Background: an optimization exercise with open tools, aiming at small area, a short achievable clock period and few clock cycles. Do not read the settings as production practice. Power is estimated from default activity; no workload was simulated.

Setup of before:
==> flow/design.v <==
module draw_lines(
      input          i_clk,
      input          i_reset,
      input   [10:0] i_x0,
      input   [10:0] i_x1,
      input   [10:0] i_y0,
      input   [10:0] i_y1,
      input          i_start,
      input          i_load_fifo,
      output         o_waiting,
      output         o_fifo_full,
      output         o_wr,
      output  [18:0] o_addr
    );
   localparam NR = 11;           
   localparam RW = 38;           
   function [11:0] ks_add;
      input [11:0] a, b;
      input        ci;
      reg   [11:0] p, g, pp, gg;
      integer i, d;
      begin
         p = a ^ b;
         g = a & b;
         gg = {g[11:1], g[0] | (p[0] & ci)};
         pp = p;
         for (d = 1; d < 12; d = d * 2) begin
            for (i = 11; i >= d; i = i - 1) begin
               gg[i] = gg[i] | (pp[i] & gg[i-d]);
               pp[i] = pp[i] & pp[i-d];
            end
         end
         ks_add = p ^ {gg[10:0], ci};
      end
   endfunction
   reg        idle;              
   reg        wr;                
   reg  [3:0] count;             
   reg        full;              
   reg  [NR-1:0] r_v;            
   reg           x_v, y_v, z_v, e_v;
   reg        e_last;            
   wire emit   = ~idle & e_v;    
   wire finish = emit & e_last;  
   wire [NR+3:0] vall = {e_v, z_v, y_v, x_v, r_v};      
   wire [NR+3:0] take;
   genvar gi;
   generate
      for (gi = 1; gi <= NR+3; gi = gi + 1) begin : g_take
         assign take[gi] = vall[gi-1] & (~&vall[NR+3:gi] | finish);
      end
   endgenerate
   assign take[0] = i_load_fifo;
   wire [3:0] count_nx = count + {3'd0, i_load_fifo} - {3'd0, finish};
   always @(posedge i_clk) begin
      if (i_reset) begin
         idle    <= 1'b1;
         wr      <= 1'b0;
         count   <= 4'd0;
         full    <= 1'b0;
         r_v     <= {NR{1'b0}};
         x_v     <= 1'b0;
         y_v     <= 1'b0;
         z_v     <= 1'b0;
         e_v     <= 1'b0;
      end else begin
         idle  <= idle ? ~i_start : (count == 4'd0);
         wr    <= emit;
         count <= count_nx;
         full  <= count_nx == 4'd15;
         r_v   <= (r_v & ~take[NR:1]) | take[NR-1:0];
         x_v   <= (x_v & ~take[NR+1]) | take[NR];
         y_v   <= (y_v & ~take[NR+2]) | take[NR+1];
         z_v   <= (z_v & ~take[NR+3]) | take[NR+2];
         e_v   <= (e_v & ~finish) | take[NR+3];
      end
   end
   assign o_waiting   = idle;
   assign o_fifo_full = full;
   assign o_wr        = wr;
   reg [RW-1:0] r_d [0:NR-1];
   always @(posedge i_clk) begin
      if (take[0])
         r_d[0] <= {i_x0[9:0], i_y0[8:0], i_x1[9:0], i_y1[8:0]};
   end
   generate
      for (gi = 1; gi < NR; gi = gi + 1) begin : g_raw
         always @(posedge i_clk) begin
            if (take[gi])
               r_d[gi] <= r_d[gi-1];
         end
      end
   endgenerate
   wire [9:0] h_x0 = r_d[NR-1][37:28];
   wire [8:0] h_y0 = r_d[NR-1][27:19];
   wire [9:0] h_x1 = r_d[NR-1][18:9];
   wire [8:0] h_y1 = r_d[NR-1][8:0];
   wire [10:0] dxp = {1'b0, h_x1} - {1'b0, h_x0};
   wire [10:0] dxn = {1'b0, h_x0} - {1'b0, h_x1};
   wire  [9:0] dyp = {1'b0, h_y1} - {1'b0, h_y0};
   wire  [9:0] dyn = {1'b0, h_y0} - {1'b0, h_y1};
   reg  [RW-1:0] x_pts;          
   reg     [9:0] x_adx;
   reg     [8:0] x_ady;
   reg           x_sx, x_sy;     
   always @(posedge i_clk) begin
      if (take[NR]) begin
         x_pts <= r_d[NR-1];
         x_sx  <= dxp[10];
         x_sy  <= dyp[9];
         x_adx <= dxp[10] ? dxn[9:0] : dxp[9:0];
         x_ady <= dyp[9]  ? dyn[8:0] : dyp[8:0];
      end
   end
   reg  [RW-1:0] y_pts;
   reg     [9:0] y_adx;
   reg     [8:0] y_ady;
   reg           y_sx, y_sy, y_steep;
   always @(posedge i_clk) begin
      if (take[NR+1]) begin
         y_pts   <= x_pts;
         y_adx   <= x_adx;
         y_ady   <= x_ady;
         y_sx    <= x_sx;
         y_sy    <= x_sy;
         y_steep <= {1'b0, x_ady} > x_adx;
      end
   end
   wire        swap  = y_steep ? y_sy : y_sx;
   reg   [9:0] z_xs;
   reg   [8:0] z_ys;
   reg   [9:0] z_da, z_db;
   reg         z_steep, z_bpos;
   always @(posedge i_clk) begin
      if (take[NR+2]) begin
         z_xs    <= swap ? y_pts[18:9] : y_pts[37:28];
         z_ys    <= swap ? y_pts[8:0]  : y_pts[27:19];
         z_da    <= y_steep ? {1'b0, y_ady} : y_adx;
         z_db    <= y_steep ? y_adx : {1'b0, y_ady};
         z_steep <= y_steep;
         z_bpos  <= ~(y_sx ^ y_sy);
      end
   end
   wire [9:0]  d1 = z_da - z_db;                             
   wire [10:0] e0 = {2'b0, z_da[9:1]} - {1'b0, z_db};        
   reg  [9:0] e_x;
   reg  [8:0] e_y;
   reg [10:0] e_err;             
   reg  [9:0] e_d1;              
   reg  [9:0] e_db;
   reg  [9:0] e_cnt;             
   reg        e_steep, e_bpos;
   wire        e_step   = e_err[10];
   wire [11:0] e_err_s_w  = ks_add({e_err[10], e_err}, {2'b0, e_d1}, 1'b0);
   wire [11:0] e_err_ns_w = ks_add({e_err[10], e_err}, {2'b11, ~e_db}, 1'b1);
   wire [10:0] e_err_s  = e_err_s_w[10:0];
   wire [10:0] e_err_ns = e_err_ns_w[10:0];
   wire        x_mv = ~e_steep | e_step;
   wire        x_up = ~e_steep | e_bpos;
   wire        y_mv =  e_steep | e_step;
   wire        y_up =  e_steep | e_bpos;
   wire [11:0] e_x_nx_w = ks_add({2'b0, e_x}, {{11{x_mv & ~x_up}}, x_mv}, 1'b0);
   wire [11:0] e_y_nx_w = ks_add({3'b0, e_y}, {{11{y_mv & ~y_up}}, y_mv}, 1'b0);
   wire  [9:0] e_x_nx = e_x_nx_w[9:0];
   wire  [8:0] e_y_nx = e_y_nx_w[8:0];
   always @(posedge i_clk) begin
      if (take[NR+3]) begin
         e_x     <= z_xs;
         e_y     <= z_ys;
         e_err   <= e0;
         e_d1    <= d1;
         e_db    <= z_db;
         e_cnt   <= z_da;
         e_last  <= (z_da == 10'd0);
         e_steep <= z_steep;
         e_bpos  <= z_bpos;
      end else if (emit) begin
         e_x     <= e_x_nx;
         e_y     <= e_y_nx;
         e_err   <= e_step ? e_err_s : e_err_ns;
         e_cnt   <= e_cnt - 10'd1;
         e_last  <= (e_cnt == 10'd1);
      end
   end
   reg [18:0] addr;
   wire [11:0] s_a = {1'b0, e_y, 2'b0};
   wire [11:0] s_b = {3'b0, e_y};
   wire [11:0] s_c = {9'b0, e_x[9:7]};
   wire [11:0] s_sum = s_a ^ s_b ^ s_c;
   wire [11:0] s_cry = (s_a & s_b) | (s_a & s_c) | (s_b & s_c);
   always @(posedge i_clk) begin
      addr[6:0]  <= e_x[6:0];
      addr[18:7] <= ks_add(s_sum, {s_cry[10:0], 1'b0}, 1'b0);
   end
   assign o_addr = addr;
endmodule
export LEC_CHECK = 0
export ABC_AREA = 1
export CAP_MARGIN = 20
export CORE_MARGIN = 2
export CORE_UTILIZATION = 40
export CTS_CLUSTER_DIAMETER = 100
export CTS_CLUSTER_SIZE = 25
export SETUP_SLACK_MARGIN = 2.9
export SLEW_MARGIN = 20
create_clock -name core_clock -period 5.0 [get_ports {i_clk}]
run.sh (not shown) runs the stock make flow with config.mk's settings and CLKGATE_MAP_FILE= SYNTH_SCRIPT=/design/flow/synth_recipe.tcl, a recipe that flattens the netlist after the stock synthesis.
## Diff of input files: after against before
--- a/flow/design.v
+++ b/flow/design.v
@@ -99,26 +99,30 @@
    wire [10:0] dxn = {1'b0, h_x0} - {1'b0, h_x1};
    wire  [9:0] dyp = {1'b0, h_y1} - {1'b0, h_y0};
    wire  [9:0] dyn = {1'b0, h_y0} - {1'b0, h_y1};
-   reg  [RW-1:0] x_pts;          
+   reg     [9:0] x_x0;           
+   reg     [8:0] x_y0;
    reg     [9:0] x_adx;
    reg     [8:0] x_ady;
    reg           x_sx, x_sy;     
    always @(posedge i_clk) begin
       if (take[NR]) begin
-         x_pts <= r_d[NR-1];
+         x_x0  <= h_x0;
+         x_y0  <= h_y0;
          x_sx  <= dxp[10];
          x_sy  <= dyp[9];
          x_adx <= dxp[10] ? dxn[9:0] : dxp[9:0];
          x_ady <= dyp[9]  ? dyn[8:0] : dyp[8:0];
       end
    end
-   reg  [RW-1:0] y_pts;
+   reg     [9:0] y_x0;
+   reg     [8:0] y_y0;
    reg     [9:0] y_adx;
    reg     [8:0] y_ady;
    reg           y_sx, y_sy, y_steep;
    always @(posedge i_clk) begin
       if (take[NR+1]) begin
-         y_pts   <= x_pts;
+         y_x0    <= x_x0;
+         y_y0    <= x_y0;
          y_adx   <= x_adx;
          y_ady   <= x_ady;
          y_sx    <= x_sx;
@@ -127,14 +131,18 @@
       end
    end
    wire        swap  = y_steep ? y_sy : y_sx;
+   wire [11:0] y_x1_w = ks_add({2'b0, y_x0}, {2'b0, y_adx ^ {10{y_sx}}}, y_sx);
+   wire [11:0] y_y1_w = ks_add({3'b0, y_y0}, {3'b0, y_ady ^ {9{y_sy}}}, y_sy);
+   wire  [9:0] y_x1  = y_x1_w[9:0];
+   wire  [8:0] y_y1  = y_y1_w[8:0];
    reg   [9:0] z_xs;
    reg   [8:0] z_ys;
    reg   [9:0] z_da, z_db;
    reg         z_steep, z_bpos;
    always @(posedge i_clk) begin
       if (take[NR+2]) begin
-         z_xs    <= swap ? y_pts[18:9] : y_pts[37:28];
-         z_ys    <= swap ? y_pts[8:0]  : y_pts[27:19];
+         z_xs    <= swap ? y_x1 : y_x0;
+         z_ys    <= swap ? y_y1 : y_y0;
          z_da    <= y_steep ? {1'b0, y_ady} : y_adx;
          z_db    <= y_steep ? y_adx : {1'b0, y_ady};
          z_steep <= y_steep;
@@ -159,10 +167,8 @@
    wire        x_up = ~e_steep | e_bpos;
    wire        y_mv =  e_steep | e_step;
    wire        y_up =  e_steep | e_bpos;
-   wire [11:0] e_x_nx_w = ks_add({2'b0, e_x}, {{11{x_mv & ~x_up}}, x_mv}, 1'b0);
-   wire [11:0] e_y_nx_w = ks_add({3'b0, e_y}, {{11{y_mv & ~y_up}}, y_mv}, 1'b0);
-   wire  [9:0] e_x_nx = e_x_nx_w[9:0];
-   wire  [8:0] e_y_nx = e_y_nx_w[8:0];
+   wire  [9:0] e_x_nx = x_mv ? (x_up ? e_x + 10'd1 : e_x - 10'd1) : e_x;
+   wire  [8:0] e_y_nx = y_mv ? (y_up ? e_y + 9'd1 : e_y - 9'd1) : e_y;
    always @(posedge i_clk) begin
       if (take[NR+3]) begin
          e_x     <= z_xs;
==> notes.md <==
- after gives less routed wire length than before did.
- The sequential standard cell area in after was lower than what before gave.
- Count of flip-flops and latches for after is lower than for before.
- before → after: clock skew closely matched the old numbers, delay of the slowest cell on the worst path -20 ps, switching power lower.
- [compare] base=before new=after: average wire length per cell after detail routing moved down, number of nets in the final layout up about 4.3%, synthesized netlist net count has increased, mean instance size in the synthesized netlist moved down.
No functional check of the RTL was part of any run of this note.

draw_lines, a different RTL version from the one above (not shown whole).
Size in the first run: about 1900 cells after synthesis, about 680 flip-flops, roughly 27000 um2 of cells after synthesis.
==> module draw_lines, before the edit <==
module draw_lines(
      input          i_clk,
      input          i_reset,
      input   [10:0] i_x0,
      input   [10:0] i_x1,
      input   [10:0] i_y0,
      input   [10:0] i_y1,
      input          i_start,
      input          i_load_fifo,
      output         o_waiting,
      output         o_fifo_full,
      output         o_wr,
      output  [18:0] o_addr
    );
   localparam NR = 11;           
   localparam RW = 38;           
   function [11:0] ks_add;
      input [11:0] a, b;
      input        ci;
      reg   [11:0] p, g, pp, gg;
      integer i, d;
      begin
         p = a ^ b;
         g = a & b;
         gg = {g[11:1], g[0] | (p[0] & ci)};
         pp = p;
         for (d = 1; d < 12; d = d * 2) begin
            for (i = 11; i >= d; i = i - 1) begin
               gg[i] = gg[i] | (pp[i] & gg[i-d]);
               pp[i] = pp[i] & pp[i-d];
            end
         end
         ks_add = p ^ {gg[10:0], ci};
      end
   endfunction
   reg        idle;              
   reg        wr;                
   reg  [3:0] count;             
   reg        full;              
   reg  [NR-1:0] r_v;            
   reg           x_v, y_v, z_v, e_v;
   reg        e_last;            
   wire emit   = e_v & (~idle | (i_start & ~e_last));
   wire finish = ~idle & e_v & e_last;    
   wire [NR+3:0] vall = {e_v, z_v, y_v, x_v, r_v};      
   wire [NR+3:0] take;
   genvar gi;
   generate
      for (gi = 1; gi <= NR+3; gi = gi + 1) begin : g_take
         assign take[gi] = vall[gi-1] & (~&vall[NR+3:gi] | finish);
      end
   endgenerate
   assign take[0] = i_load_fifo;
   wire [3:0] count_nx = count + {3'd0, i_load_fifo} - {3'd0, finish};
   always @(posedge i_clk) begin
      if (i_reset) begin
         idle    <= 1'b1;
         wr      <= 1'b0;
         count   <= 4'd0;
         full    <= 1'b0;
         r_v     <= {NR{1'b0}};
         x_v     <= 1'b0;
         y_v     <= 1'b0;
         z_v     <= 1'b0;
         e_v     <= 1'b0;
      end else begin
         idle  <= idle ? ~i_start : (count == 4'd0);
         wr    <= emit;
         count <= count_nx;
         full  <= count_nx == 4'd15;
         r_v   <= (r_v & ~take[NR:1]) | take[NR-1:0];
         x_v   <= (x_v & ~take[NR+1]) | take[NR];
         y_v   <= (y_v & ~take[NR+2]) | take[NR+1];
         z_v   <= (z_v & ~take[NR+3]) | take[NR+2];
         e_v   <= (e_v & ~finish) | take[NR+3];
      end
   end
   assign o_waiting   = idle;
   assign o_fifo_full = full;
   assign o_wr        = wr;
   reg [RW-1:0] r_d [0:NR-1];
   always @(posedge i_clk) begin
      if (take[0])
         r_d[0] <= {i_x0[9:0], i_y0[8:0], i_x1[9:0], i_y1[8:0]};
   end
   generate
      for (gi = 1; gi < NR; gi = gi + 1) begin : g_raw
         always @(posedge i_clk) begin
            if (take[gi])
               r_d[gi] <= r_d[gi-1];
         end
      end
   endgenerate
   wire [9:0] h_x0 = r_d[NR-1][37:28];
   wire [8:0] h_y0 = r_d[NR-1][27:19];
   wire [9:0] h_x1 = r_d[NR-1][18:9];
   wire [8:0] h_y1 = r_d[NR-1][8:0];
   wire [10:0] dxp = {1'b0, h_x1} - {1'b0, h_x0};
   wire [10:0] dxn = {1'b0, h_x0} - {1'b0, h_x1};
   wire  [9:0] dyp = {1'b0, h_y1} - {1'b0, h_y0};
   wire  [9:0] dyn = {1'b0, h_y0} - {1'b0, h_y1};
   reg  [RW-1:0] x_pts;          
   reg     [9:0] x_adx;
   reg     [8:0] x_ady;
   reg           x_sx, x_sy;     
   always @(posedge i_clk) begin
      if (take[NR]) begin
         x_pts <= r_d[NR-1];
         x_sx  <= dxp[10];
         x_sy  <= dyp[9];
         x_adx <= dxp[10] ? dxn[9:0] : dxp[9:0];
         x_ady <= dyp[9]  ? dyn[8:0] : dyp[8:0];
      end
   end
   reg  [RW-1:0] y_pts;
   reg     [9:0] y_adx;
   reg     [8:0] y_ady;
   reg           y_sx, y_sy, y_steep;
   always @(posedge i_clk) begin
      if (take[NR+1]) begin
         y_pts   <= x_pts;
         y_adx   <= x_adx;
         y_ady   <= x_ady;
         y_sx    <= x_sx;
         y_sy    <= x_sy;
         y_steep <= {1'b0, x_ady} > x_adx;
      end
   end
   wire        swap  = y_steep ? y_sy : y_sx;
   reg   [9:0] z_xs;
   reg   [8:0] z_ys;
   reg   [9:0] z_da, z_db;
   reg         z_steep, z_bpos;
   always @(posedge i_clk) begin
      if (take[NR+2]) begin
         z_xs    <= swap ? y_pts[18:9] : y_pts[37:28];
         z_ys    <= swap ? y_pts[8:0]  : y_pts[27:19];
         z_da    <= y_steep ? {1'b0, y_ady} : y_adx;
         z_db    <= y_steep ? y_adx : {1'b0, y_ady};
         z_steep <= y_steep;
         z_bpos  <= ~(y_sx ^ y_sy);
      end
   end
   wire [9:0]  d1 = z_da - z_db;                             
   wire [10:0] e0 = {2'b0, z_da[9:1]} - {1'b0, z_db};        
   reg  [9:0] e_x;
   reg  [8:0] e_y;
   reg [10:0] e_err;             
   reg  [9:0] e_d1;              
   reg  [9:0] e_db;
   reg  [9:0] e_cnt;             
   reg        e_steep, e_bpos;
   wire        e_step   = e_err[10];
   wire [11:0] e_err_s_w  = ks_add({e_err[10], e_err}, {2'b0, e_d1}, 1'b0);
   wire [11:0] e_err_ns_w = ks_add({e_err[10], e_err}, {2'b11, ~e_db}, 1'b1);
   wire [10:0] e_err_s  = e_err_s_w[10:0];
   wire [10:0] e_err_ns = e_err_ns_w[10:0];
   wire        x_mv = ~e_steep | e_step;
   wire        x_up = ~e_steep | e_bpos;
   wire        y_mv =  e_steep | e_step;
   wire        y_up =  e_steep | e_bpos;
   wire [11:0] e_x_nx_w = ks_add({2'b0, e_x}, {{11{x_mv & ~x_up}}, x_mv}, 1'b0);
   wire [11:0] e_y_nx_w = ks_add({3'b0, e_y}, {{11{y_mv & ~y_up}}, y_mv}, 1'b0);
   wire  [9:0] e_x_nx = e_x_nx_w[9:0];
   wire  [8:0] e_y_nx = e_y_nx_w[8:0];
   always @(posedge i_clk) begin
      if (take[NR+3]) begin
         e_x     <= z_xs;
         e_y     <= z_ys;
         e_err   <= e0;
         e_d1    <= d1;
         e_db    <= z_db;
         e_cnt   <= z_da;
         e_last  <= (z_da == 10'd0);
         e_steep <= z_steep;
         e_bpos  <= z_bpos;
      end else if (emit) begin
         e_x     <= e_x_nx;
         e_y     <= e_y_nx;
         e_err   <= e_step ? e_err_s : e_err_ns;
         e_cnt   <= e_cnt - 10'd1;
         e_last  <= (e_cnt == 10'd1);
      end
   end
   reg [18:0] addr;
   wire [11:0] s_a = {1'b0, e_y, 2'b0};
   wire [11:0] s_b = {3'b0, e_y};
   wire [11:0] s_c = {9'b0, e_x[9:7]};
   wire [11:0] s_sum = s_a ^ s_b ^ s_c;
   wire [11:0] s_cry = (s_a & s_b) | (s_a & s_c) | (s_b & s_c);
   always @(posedge i_clk) begin
      addr[6:0]  <= e_x[6:0];
      addr[18:7] <= ks_add(s_sum, {s_cry[10:0], 1'b0}, 1'b0);
   end
   assign o_addr = addr;
endmodule
clock: 5.0 ns
lec_check: 0
abc_area: 1
cap_margin: 20
core_margin: 2
core_utilization: 40
cts_cluster_diameter: 100
cts_cluster_size: 25
setup_slack_margin: 2.9
slew_margin: 20
Rerun with:
--- a/flow/design.v
+++ b/flow/design.v
@@ -41,6 +41,6 @@
    reg           x_v, y_v, z_v, e_v;
    reg        e_last;            
-   wire emit   = e_v & (~idle | (i_start & ~e_last));
-   wire finish = ~idle & e_v & e_last;    
+   wire emit   = ~idle & e_v;    
+   wire finish = emit & e_last;  
    wire [NR+3:0] vall = {e_v, z_v, y_v, x_v, r_v};      
    wire [NR+3:0] take;
@@ -100,5 +100,6 @@
    wire  [9:0] dyp = {1'b0, h_y1} - {1'b0, h_y0};
    wire  [9:0] dyn = {1'b0, h_y0} - {1'b0, h_y1};
-   reg  [RW-1:0] x_pts;          
+   reg     [9:0] x_x0;           
+   reg     [8:0] x_y0;
    reg     [9:0] x_adx;
    reg     [8:0] x_ady;
@@ -106,5 +107,6 @@
    always @(posedge i_clk) begin
       if (take[NR]) begin
-         x_pts <= r_d[NR-1];
+         x_x0  <= h_x0;
+         x_y0  <= h_y0;
          x_sx  <= dxp[10];
          x_sy  <= dyp[9];
@@ -113,5 +115,6 @@
       end
    end
-   reg  [RW-1:0] y_pts;
+   reg     [9:0] y_x0;
+   reg     [8:0] y_y0;
    reg     [9:0] y_adx;
    reg     [8:0] y_ady;
@@ -119,5 +122,6 @@
    always @(posedge i_clk) begin
       if (take[NR+1]) begin
-         y_pts   <= x_pts;
+         y_x0    <= x_x0;
+         y_y0    <= x_y0;
          y_adx   <= x_adx;
          y_ady   <= x_ady;
@@ -128,4 +132,6 @@
    end
    wire        swap  = y_steep ? y_sy : y_sx;
+   wire  [9:0] y_x1  = y_sx ? y_x0 - y_adx : y_x0 + y_adx;
+   wire  [8:0] y_y1  = y_sy ? y_y0 - y_ady : y_y0 + y_ady;
    reg   [9:0] z_xs;
    reg   [8:0] z_ys;
@@ -134,6 +140,6 @@
    always @(posedge i_clk) begin
       if (take[NR+2]) begin
-         z_xs    <= swap ? y_pts[18:9] : y_pts[37:28];
-         z_ys    <= swap ? y_pts[8:0]  : y_pts[27:19];
+         z_xs    <= swap ? y_x1 : y_x0;
+         z_ys    <= swap ? y_y1 : y_y0;
          z_da    <= y_steep ? {1'b0, y_ady} : y_adx;
          z_db    <= y_steep ? y_adx : {1'b0, y_ady};
@@ -160,8 +166,6 @@
    wire        y_mv =  e_steep | e_step;
    wire        y_up =  e_steep | e_bpos;
-   wire [11:0] e_x_nx_w = ks_add({2'b0, e_x}, {{11{x_mv & ~x_up}}, x_mv}, 1'b0);
-   wire [11:0] e_y_nx_w = ks_add({3'b0, e_y}, {{11{y_mv & ~y_up}}, y_mv}, 1'b0);
-   wire  [9:0] e_x_nx = e_x_nx_w[9:0];
-   wire  [8:0] e_y_nx = e_y_nx_w[8:0];
+   wire  [9:0] e_x_nx = x_mv ? (x_up ? e_x + 10'd1 : e_x - 10'd1) : e_x;
+   wire  [8:0] e_y_nx = y_mv ? (y_up ? e_y + 9'd1 : e_y - 9'd1) : e_y;
    always @(posedge i_clk) begin
       if (take[NR+3]) begin
=>
- die area hardly moves
- non-clock buffer count went down by 14
- synthesized area hardly moves
- design area went up by 0.72%
- routed wire length went up by 2.5%
- count of clock-buffer cells in the layout went up by 7
- worst hold slack got worse by 15 ps
- total power went down by 7.2%
- first-iteration DRC count went down by 4.0%
Function was not checked in any run of this note: the RTL went through the layout flow alone.

## what the ideal ports hide
No port has a modelled driver above. Below, the same layouts with a new extraction and two added sets of constraints. Step 1 assumes that a clkbuf_16 drives the clock port and a buf_2 every other input. Step 2 moves the port delays by t, midway between the first and last clock arrival at a register: inputs arrive t later, outputs are due t later. That takes back most of the time a late clock gives input paths. Three values: ideal ports, drivers, drivers and shift; two values: the first two.
run | shift t [ns] | slack for setup (ns) | hold slack, ns | slew at the worst register clock pin (ns) | worst data-port slew with drivers (ns)
before | 0.675 | 2.703 / 2.703 / 2.504 | 0.407 / 0.407 / 0.407 | 0.11 / 0.11 | 0.03
after | 0.669 | 2.873 / 2.839 / 2.443 | 0.409 / 0.409 / 0.409 | 0.10 / 0.10 | 0.04
the first run of note 2 | 0.627 | 2.763 / 2.763 / 2.386 | 0.413 / 0.413 / 0.413 | 0.10 / 0.10 | 0.04
the second run of note 2 | 0.673 | 2.512 / 2.512 / 2.409 | 0.398 / 0.398 / 0.398 | 0.11 / 0.11 | 0.04
After both steps setup and hold are still met in every run listed. The setup slack of after, which loses most, moves by -0.034 ns with the drivers and by -0.430 ns with both steps.
